From an optimization exercise on the open Yosys and OpenROAD flow, aimed at small area and a short achievable clock period; shortcuts taken in it are not production practice. The RTL was checked by simulation tests, not by an equivalence proof against the original design. Power is estimated from default activity; no workload was simulated.

==> inputs of v39 <==
Design risky, start of the top module:
module risky (
    input  logic        clk,
    input  logic        rst_n,
    output logic [31:0] imem_addr_o,
    output logic        imem_re_o,
    input  logic [31:0] imem_rdata_i,
    output logic [ 8:0] dmem_addr_o,
    output logic [ 3:0] dmem_wmask_o,
    output logic [31:0] dmem_wdata_o,
    input  logic [31:0] dmem_rdata_i,
    output logic        wb_we_o,
    output logic [ 4:0] wb_rd_o,
    output logic [31:0] wb_data_o
);
  logic [31:0] f_instr;
  logic        f_flush;
  logic [31:0] pc;          
  logic [31:0] pc_a, pc_b;   
  logic        pc_s;         
  logic [ 4:0] d_rd;
  logic [31:0] d_imm;
  logic        d_re, d_we;
  logic [ 1:0] d_wd;        
  logic        d_br, d_jmp;
  logic [ 2:0] d_f3;        
  logic        d_sub;
  logic        a_l0, a_l1, a_lhu, a_lbs, a_lw, a_lhs, a_al, a_w, a_r, a_p;
  logic        b_l0, b_l1, b_lhu, b_lbs, b_lw, b_lhs, b_al, b_w, b_r, b_i;
  logic        b_l0n, b_l1n, b_lhun, b_lbsn, b_lwn, b_lhsn, b_z8n, b_z16n;
  logic        la_w, la_r, lb_w, lb_r, lb_i;
  logic        la_l0, la_l1, la_lhu, la_lbs, la_lw, la_lhs, la_al;
  logic        lb_l0, lb_l1, lb_lhu, lb_lbs, lb_lw, lb_lhs, lb_al;
  logic        s_m, s_w;
  logic        d_r_add, d_r_lt, d_lt_s, d_r_xor, d_r_or, d_r_and, d_r_sll, d_r_srl;
  logic [31:1][31:0] xr;
  logic [31:1]       vld;
  logic [31:0]       rs1q, rs2q;
  logic [ 4:0] e_rd;
  logic        e_re, e_we;
  logic [ 1:0] e_wd;
  logic        e_uns;
  logic [31:0] e_rs2;
  logic        ls_pend;     
  logic [31:0] e_alu;
  logic [ 4:0] m_rd;
  logic [31:0] m_val;
  logic [ 4:0] w_rd;
  logic        w_we;
  logic [31:0] w_data;
  logic        stall;
  logic        taken;
  logic fetch_bj, incr;
  assign imem_addr_o = pc;
  assign imem_re_o   = ~stall;
  assign fetch_bj = ~stall & (imem_rdata_i[6:0] == 7'b110_0011 ||
  ...
==> flow/config.mk <==
export PLATFORM = sky130hd
export DESIGN_NAME = risky
export DESIGN_NICKNAME = risky
export VERILOG_FILES = /design/flow/design.v
export SDC_FILE = /design/flow/constraint.sdc
export NUM_CORES = 4
export LEC_CHECK = 0
export CAP_MARGIN = 20
export CORE_MARGIN = 2
export CORE_UTILIZATION = 40
export CTS_CLUSTER_DIAMETER = 150
export CTS_CLUSTER_SIZE = 20
export PLACE_DENSITY = 0.6
export SLEW_MARGIN = 30
export SYNTH_HIERARCHICAL = 1
==> flow/constraint.sdc <==
create_clock -name core_clock -period 16.0 [get_ports {clk}]
set_input_delay 3.2000 -clock core_clock [delete_from_list [all_inputs] [get_ports {clk}]]
set_output_delay 3.2000 -clock core_clock [all_outputs]
set_load 0.01 [all_outputs]
standard.sh (not shown) runs the stock make flow with config.mk's settings and CLKGATE_MAP_FILE= SYNTH_SCRIPT=/design/flow/synth_recipe.tcl, a recipe that flattens the netlist after the stock synthesis.
==> flow/flow/run.sh <==
#!/bin/bash
# The standard layout (the standard.sh: ORFS synthesis through finish)
# with these changes to how the layout is made, none to what it is built for:
#  - the resizer's setup repair aims for 10 ns of slack instead of 0, so that
#    repair_timing keeps improving the worst paths past the 16 ns clock;
#  - repair_timing does not clone gates (a clone placed far from its driver
#    can leave a slew violation after routing);
#  - the port buffers that buffer_ports inserts on every input and output are
#    buf_4 cells instead of the default delay-buffer choice.
set -euo pipefail
bash standard.sh SETUP_SLACK_MARGIN=10 SKIP_GATE_CLONING=1 \
  "BUFFER_PORTS_ARGS=-buffer_cell sky130_fd_sc_hd__buf_4" finish > standard_flow.log 2>&1
==> inputs of v22, as changes to v39 <==
--- a/flow/design.v
+++ b/flow/design.v
@@ -23,18 +23,15 @@
   logic        d_re, d_we;
   logic [ 1:0] d_wd;        
   logic        d_br, d_jmp;
   logic [ 2:0] d_f3;        
   logic        d_sub;
   logic        a_l0, a_l1, a_lhu, a_lbs, a_lw, a_lhs, a_al, a_w, a_r, a_p;
   logic        b_l0, b_l1, b_lhu, b_lbs, b_lw, b_lhs, b_al, b_w, b_r, b_i;
-  logic        b_l0n, b_l1n, b_lhun, b_lbsn, b_lwn, b_lhsn, b_z8n, b_z16n;
-  logic        la_w, la_r, lb_w, lb_r, lb_i;
-  logic        la_l0, la_l1, la_lhu, la_lbs, la_lw, la_lhs, la_al;
-  logic        lb_l0, lb_l1, lb_lhu, lb_lbs, lb_lw, lb_lhs, lb_al;
+  logic        la_m, la_w, la_r, lb_m, lb_w, lb_r, lb_i;
   logic        s_m, s_w;
   logic        d_r_add, d_r_lt, d_lt_s, d_r_xor, d_r_or, d_r_and, d_r_sll, d_r_srl;
   logic [31:1][31:0] xr;
   logic [31:1]       vld;
   logic [31:0]       rs1q, rs2q;
   logic [ 4:0] e_rd;
   logic        e_re, e_we;
@@ -145,15 +142,16 @@
       d_rd    <= (is_lui | is_auipc | is_jal | is_jalr | is_ld | arith) ? ins[11:7] : 5'd0;
       d_re    <= is_ld;
       d_we    <= is_st;
       d_wd    <= (f3[1:0] == 2'b10) ? 2'd2 : (f3[0] ? 2'd1 : 2'd0);
       d_br    <= is_br | is_jal;
       d_jmp   <= is_jal | is_jalr;
       d_f3    <= f3;
-      d_sub   <= sub_n;
+      d_sub   <= is_br | (arith & (f3 == 3'b010 || f3 == 3'b011)) |
+                 (is_r & (f3 == 3'b000) & f7_20);
       d_r_add <= ~arith | (f3 == 3'b000);
       d_r_lt  <= arith & (f3 == 3'b010 || f3 == 3'b011);
       d_lt_s  <= ~f3[0];
       d_r_xor <= arith & (f3 == 3'b100);
       d_r_or  <= arith & (f3 == 3'b110);
       d_r_and <= arith & (f3 == 3'b111);
       d_r_sll <= arith & (f3 == 3'b001);
@@ -171,24 +169,20 @@
   assign b_imm_n = stall | is_lui | is_auipc | is_jal | is_ld | is_st | is_i;
   assign fw1m_n  = ~stall & (sel_rs1 != 5'd0) & (sel_rs1 == d_rd);
   assign fw1w_n  = (sel_rs1 != 5'd0) & (sel_rs1 == e_rd);
   assign fw2m_n  = ~stall & (sel_rs2 != 5'd0) & (sel_rs2 == d_rd);
   assign fw2w_n  = (sel_rs2 != 5'd0) & (sel_rs2 == e_rd);
   logic lg_n;
   assign lg_n = ~stall & arith & (f3[2] | (f3[1:0] == 2'b01));
-  logic e_re_n, k_w, k_hs, k_hu, k_bs, k_bu;
+  logic e_re_n, k_w, k_hs, k_hu, k_bs;
   assign e_re_n = ~stall & d_re;
   assign k_w    = (d_wd == 2'd2);
   assign k_hs   = (d_wd == 2'd1) & ~d_f3[2];
   assign k_hu   = (d_wd == 2'd1) & d_f3[2];
   assign k_bs   = (d_wd == 2'd0) & ~d_f3[2];
-  assign k_bu   = (d_wd == 2'd0) & d_f3[2];
-  logic sub_n;
-  assign sub_n = ~stall & (is_br | (arith & (f3 == 3'b010 || f3 == 3'b011)) |
-                           (is_r & (f3 == 3'b000) & f7_20));
   logic am_n, aw_n, ar_n, bm_n, bw_n, br_n;
   assign am_n = a_rs1_n & fw1m_n;
   assign aw_n = a_rs1_n & ~fw1m_n & fw1w_n;
   assign ar_n = a_rs1_n & ~fw1m_n & ~fw1w_n;
   assign bm_n = b_rs2_n & fw2m_n;
   assign bw_n = b_rs2_n & ~fw2m_n & fw2w_n;
   assign br_n = b_rs2_n & ~fw2m_n & ~fw2w_n;
@@ -227,66 +221,43 @@
       rd2[b] = ~(&n2[b]);
     end
   end
   always_ff @(posedge clk, negedge rst_n) begin
     if (!rst_n) begin
       {a_l0, a_l1, a_lhu, a_lbs, a_lw, a_lhs, a_al, a_w, a_r, a_p} <= '0;
       {b_l0, b_l1, b_lhu, b_lbs, b_lw, b_lhs, b_al, b_w, b_r, b_i} <= '0;
-      {b_l0n, b_l1n, b_lhun, b_lbsn, b_lwn, b_lhsn, b_z8n, b_z16n} <= '0;
-      {la_w, la_r, lb_w, lb_r, lb_i} <= '0;
-      {la_l0, la_l1, la_lhu, la_lbs, la_lw, la_lhs, la_al} <= '0;
-      {lb_l0, lb_l1, lb_lhu, lb_lbs, lb_lw, lb_lhs, lb_al} <= '0;
+      {la_m, la_w, la_r, lb_m, lb_w, lb_r, lb_i} <= '0;
       s_m   <= 1'b0;
       s_w   <= 1'b0;
       vld   <= '0;
     end else begin
       a_l0  <= ~lg_n & am_n & e_re_n;
       a_l1  <= ~lg_n & am_n & e_re_n & (k_w | k_hs);
       a_lhu <= ~lg_n & am_n & e_re_n & k_hu;
       a_lbs <= ~lg_n & am_n & e_re_n & k_bs;
       a_lw  <= ~lg_n & am_n & e_re_n & k_w;
       a_lhs <= ~lg_n & am_n & e_re_n & k_hs;
       a_al  <= ~lg_n & am_n & ~e_re_n;
       a_w   <= ~lg_n & aw_n;
       a_r   <= ~lg_n & ar_n;
       a_p   <= a_pc_n;
-      b_l0  <= ~lg_n & bm_n & e_re_n & ~sub_n;
-      b_l1  <= ~lg_n & bm_n & e_re_n & ~sub_n & (k_w | k_hs);
-      b_lhu <= ~lg_n & bm_n & e_re_n & ~sub_n & k_hu;
-      b_lbs <= ~lg_n & bm_n & e_re_n & ~sub_n & k_bs;
-      b_lw  <= ~lg_n & bm_n & e_re_n & ~sub_n & k_w;
-      b_lhs <= ~lg_n & bm_n & e_re_n & ~sub_n & k_hs;
-      b_l0n <= ~lg_n & bm_n & e_re_n & sub_n;
-      b_l1n <= ~lg_n & bm_n & e_re_n & sub_n & (k_w | k_hs);
-      b_lhun <= ~lg_n & bm_n & e_re_n & sub_n & k_hu;
-      b_lbsn <= ~lg_n & bm_n & e_re_n & sub_n & k_bs;
-      b_lwn <= ~lg_n & bm_n & e_re_n & sub_n & k_w;
-      b_lhsn <= ~lg_n & bm_n & e_re_n & sub_n & k_hs;
-      b_z8n <= ~lg_n & bm_n & e_re_n & sub_n & k_bu;
-      b_z16n <= ~lg_n & bm_n & e_re_n & sub_n & (k_bu | k_hu);
+      b_l0  <= ~lg_n & bm_n & e_re_n;
+      b_l1  <= ~lg_n & bm_n & e_re_n & (k_w | k_hs);
+      b_lhu <= ~lg_n & bm_n & e_re_n & k_hu;
+      b_lbs <= ~lg_n & bm_n & e_re_n & k_bs;
+      b_lw  <= ~lg_n & bm_n & e_re_n & k_w;
+      b_lhs <= ~lg_n & bm_n & e_re_n & k_hs;
       b_al  <= ~lg_n & bm_n & ~e_re_n;
       b_w   <= ~lg_n & bw_n;
       b_r   <= ~lg_n & br_n;
       b_i   <= ~lg_n & b_imm_n;
-      la_l0  <= lg_n & am_n & e_re_n;
-      la_l1  <= lg_n & am_n & e_re_n & (k_w | k_hs);
-      la_lhu <= lg_n & am_n & e_re_n & k_hu;
-      la_lbs <= lg_n & am_n & e_re_n & k_bs;
-      la_lw  <= lg_n & am_n & e_re_n & k_w;
-      la_lhs <= lg_n & am_n & e_re_n & k_hs;
-      la_al  <= lg_n & am_n & ~e_re_n;
+      la_m  <= lg_n & am_n;
       la_w  <= lg_n & aw_n;
       la_r  <= lg_n & ar_n;
-      lb_l0  <= lg_n & bm_n & e_re_n;
-      lb_l1  <= lg_n & bm_n & e_re_n & (k_w | k_hs);
-      lb_lhu <= lg_n & bm_n & e_re_n & k_hu;
-      lb_lbs <= lg_n & bm_n & e_re_n & k_bs;
-      lb_lw  <= lg_n & bm_n & e_re_n & k_w;
-      lb_lhs <= lg_n & bm_n & e_re_n & k_hs;
-      lb_al  <= lg_n & bm_n & ~e_re_n;
+      lb_m  <= lg_n & bm_n;
       lb_w  <= lg_n & bw_n;
       lb_r  <= lg_n & br_n;
       lb_i  <= lg_n & b_imm_n;
       s_m   <= fw2m_n;
       s_w   <= ~fw2m_n & fw2w_n;
       for (int i = 1; i < 32; i++) if (w_we && w_rd == 5'(i)) vld[i] <= 1'b1;
     end
@@ -312,45 +283,30 @@
                                           input logic al);
     logic [31:0] v;
     for (int i = 0; i < 8; i++) v[i] = l0 & dm[i];
     for (int i = 8; i < 16; i++) v[i] = (l1 & dm[i]) | (lhu & dm[i-8]) | (lbs & dm[7]);
     for (int i = 16; i < 32; i++) v[i] = (lw & dm[i]) | (lhs & dm[15]) | (lbs & dm[7]);
     mem_fwd = v | ({32{al}} & alu);
   endfunction
-  logic [31:0] opa, opbx, lga, lgb, fwd2, bx_early, bx_late, sub32, dm;
-  assign dm       = dmem_rdata_i;
-  assign sub32    = {32{d_sub}};
-  assign bx_early = ({32{b_al}} & (e_alu ^ sub32)) | ({32{b_w}} & (m_val ^ sub32)) |
-                    ({32{b_r}} & (rs2q ^ sub32)) | ({32{b_i}} & (d_imm ^ sub32));
-  always_comb begin
-    for (int i = 0; i < 8; i++)
-      bx_late[i] = (b_l0 & dm[i]) | (b_l0n & ~dm[i]);
-    for (int i = 8; i < 16; i++)
-      bx_late[i] = (b_l1 & dm[i]) | (b_lhu & dm[i-8]) | (b_lbs & dm[7]) |
-                   (b_l1n & ~dm[i]) | (b_lhun & ~dm[i-8]) | (b_lbsn & ~dm[7]) | b_z8n;
-    for (int i = 16; i < 32; i++)
-      bx_late[i] = (b_lw & dm[i]) | (b_lhs & dm[15]) | (b_lbs & dm[7]) |
-                   (b_lwn & ~dm[i]) | (b_lhsn & ~dm[15]) | (b_lbsn & ~dm[7]) | b_z16n;
-  end
-  assign opbx = bx_early | bx_late;
+  logic [31:0] opa, opb, lga, lgb, fwd2;
   assign opa  = mem_fwd(dmem_rdata_i, e_alu, a_l0, a_l1, a_lhu, a_lbs, a_lw, a_lhs, a_al) |
                 ({32{a_w}} & m_val) | ({32{a_r}} & rs1q) | ({32{a_p}} & pc);
-  assign lga  = mem_fwd(dmem_rdata_i, e_alu, la_l0, la_l1, la_lhu, la_lbs, la_lw, la_lhs, la_al) |
-                ({32{la_w}} & m_val) | ({32{la_r}} & rs1q);
-  assign lgb  = mem_fwd(dmem_rdata_i, e_alu, lb_l0, lb_l1, lb_lhu, lb_lbs, lb_lw, lb_lhs, lb_al) |
-                ({32{lb_w}} & m_val) | ({32{lb_r}} & rs2q) |
+  assign opb  = mem_fwd(dmem_rdata_i, e_alu, b_l0, b_l1, b_lhu, b_lbs, b_lw, b_lhs, b_al) |
+                ({32{b_w}} & m_val) | ({32{b_r}} & rs2q) | ({32{b_i}} & d_imm);
+  assign lga  = ({32{la_m}} & mval_n) | ({32{la_w}} & m_val) | ({32{la_r}} & rs1q);
+  assign lgb  = ({32{lb_m}} & mval_n) | ({32{lb_w}} & m_val) | ({32{lb_r}} & rs2q) |
                 ({32{lb_i}} & d_imm);
   assign fwd2 = s_m ? mval_n : (s_w ? m_val : rs2q);
   logic [31:0] sum;
   logic        cout;
-  assign {cout, sum} = {1'b0, opa} + {1'b0, opbx} + {32'd0, d_sub};
+  assign {cout, sum} = {1'b0, opa} + {1'b0, opb ^ {32{d_sub}}} + {32'd0, d_sub};
   logic ltu, lts, eq;
   assign ltu = ~cout;
-  assign lts = ltu ^ opa[31] ^ opbx[31] ^ d_sub;
-  assign eq  = &(opa ^ opbx);   
+  assign lts = ltu ^ opa[31] ^ opb[31];
+  assign eq  = (opa == opb);
   logic [31:0] sh_in, sh_out, sh_rev, lga_rev;
   always_comb begin
     for (int i = 0; i < 32; i++) lga_rev[i] = lga[31-i];
     sh_in  = d_r_sll ? lga_rev : lga;
     sh_out = sh_in >> lgb[4:0];
     for (int i = 0; i < 32; i++) sh_rev[i] = sh_out[31-i];
   end
@@ -364,25 +320,16 @@
                ({32{d_r_srl & ~(|lgb[31:5])}} & sh_out);
   logic cond;
   assign cond  = d_f3[2] ? (((d_f3[1] ^ d_f3[0]) ? ltu : lts) ^ d_f3[0]) : (eq ^ d_f3[0]);
   assign taken = (d_br & cond) | d_jmp;
   logic aw_s;
   assign aw_s = (ins[19:15] != 5'd0) & (ins[19:15] == e_rd);
   logic [31:0] sa;
-  logic sl_re, sl_l1, sl_lhu, sl_lbs, sl_lw, sl_lhs, sl_al;
-  assign sl_re  = aw_s & e_re;
-  assign sl_l1  = sl_re & ((e_wd == 2'd2) | ((e_wd == 2'd1) & ~e_uns));
-  assign sl_lhu = sl_re & (e_wd == 2'd1) & e_uns;
-  assign sl_lbs = sl_re & (e_wd == 2'd0) & ~e_uns;
-  assign sl_lw  = sl_re & (e_wd == 2'd2);
-  assign sl_lhs = sl_re & (e_wd == 2'd1) & ~e_uns;
-  assign sl_al  = aw_s & ~e_re;
   always_ff @(posedge clk) begin
-    sa <= (mem_fwd(dmem_rdata_i, e_alu, sl_re, sl_l1, sl_lhu, sl_lbs, sl_lw, sl_lhs, sl_al) |
-           ({32{~aw_s}} & rd1)) + {20'd0, ins[31:20]};
+    sa <= (aw_s ? mval_n : rd1) + {20'd0, ins[31:20]};
   end
   assign stall = ls_pend & (sa == e_alu);
   always_ff @(posedge clk, negedge rst_n) begin
     if (!rst_n) begin
       e_rd      <= '0;
       e_re      <= 1'b0;
       e_we      <= 1'b0;
==> summary.txt <==
quantity	v22	v39
Outcome	no timing/DRC/antenna violations	no timing/DRC/antenna violations
First-pass iteration count of the detailed router	11	12
Reg2reg start	f_instr[19]$_DFFE_PN_	f_instr[17]$_DFFE_PN_
Placed wire-length estimate	202,000 um	212,000 um
Power per Cell Area	83.3 nW/um^2	82.9 nW/um^2
Standard-cell rows	151	153
Non-clock inverter total of the final layout	127	138
Average cell area after synthesis	12.8 sq um	12.5 sq um
Endpoint of the worst setup timing path	imem_re_o	e_alu[15]$_DFF_P_
Number of standard cells after synthesis	5,348	5,615
Starting DRT DRC Count	11,688	11,697
Headroom to the max-slew limit	24.4%	27.3%
F_max	165 MHz	165 MHz

-- what the ideal ports hide --
The results above use ideal ports. As a check the final layouts listed here were re-extracted and re-timed, cells and wires unchanged. Step 1 (the two cells are an assumption about what drives the block):
set clk [get_ports {clk}]
set_driving_cell -lib_cell sky130_fd_sc_hd__clkbuf_16 $clk
set_driving_cell -lib_cell sky130_fd_sc_hd__buf_2 [delete_from_list [all_inputs] $clk]
Step 2 moves the port delays by t, midway between the first and last clock arrival at a register: inputs arrive t later, outputs are due t later. That takes back most of the time a late clock gives input paths. a / b / c = no drivers / after step 1 / after step 2; a / b = the first two.
run	shift t [ns]	setup slack, ns	hold slack, ns	worst data-port slew with drivers (ns)
v39	0.843	9.956 / 9.918 / 9.075	0.352 / 0.352 / 0.352	0.18
v22	0.820	9.929 / 9.848 / 9.151	0.352 / 0.352 / 0.352	0.11
After both steps setup and hold are still met in every run listed. The setup slack of v39, which loses most, moves by -0.038 ns with the drivers and by -0.881 ns with both steps.
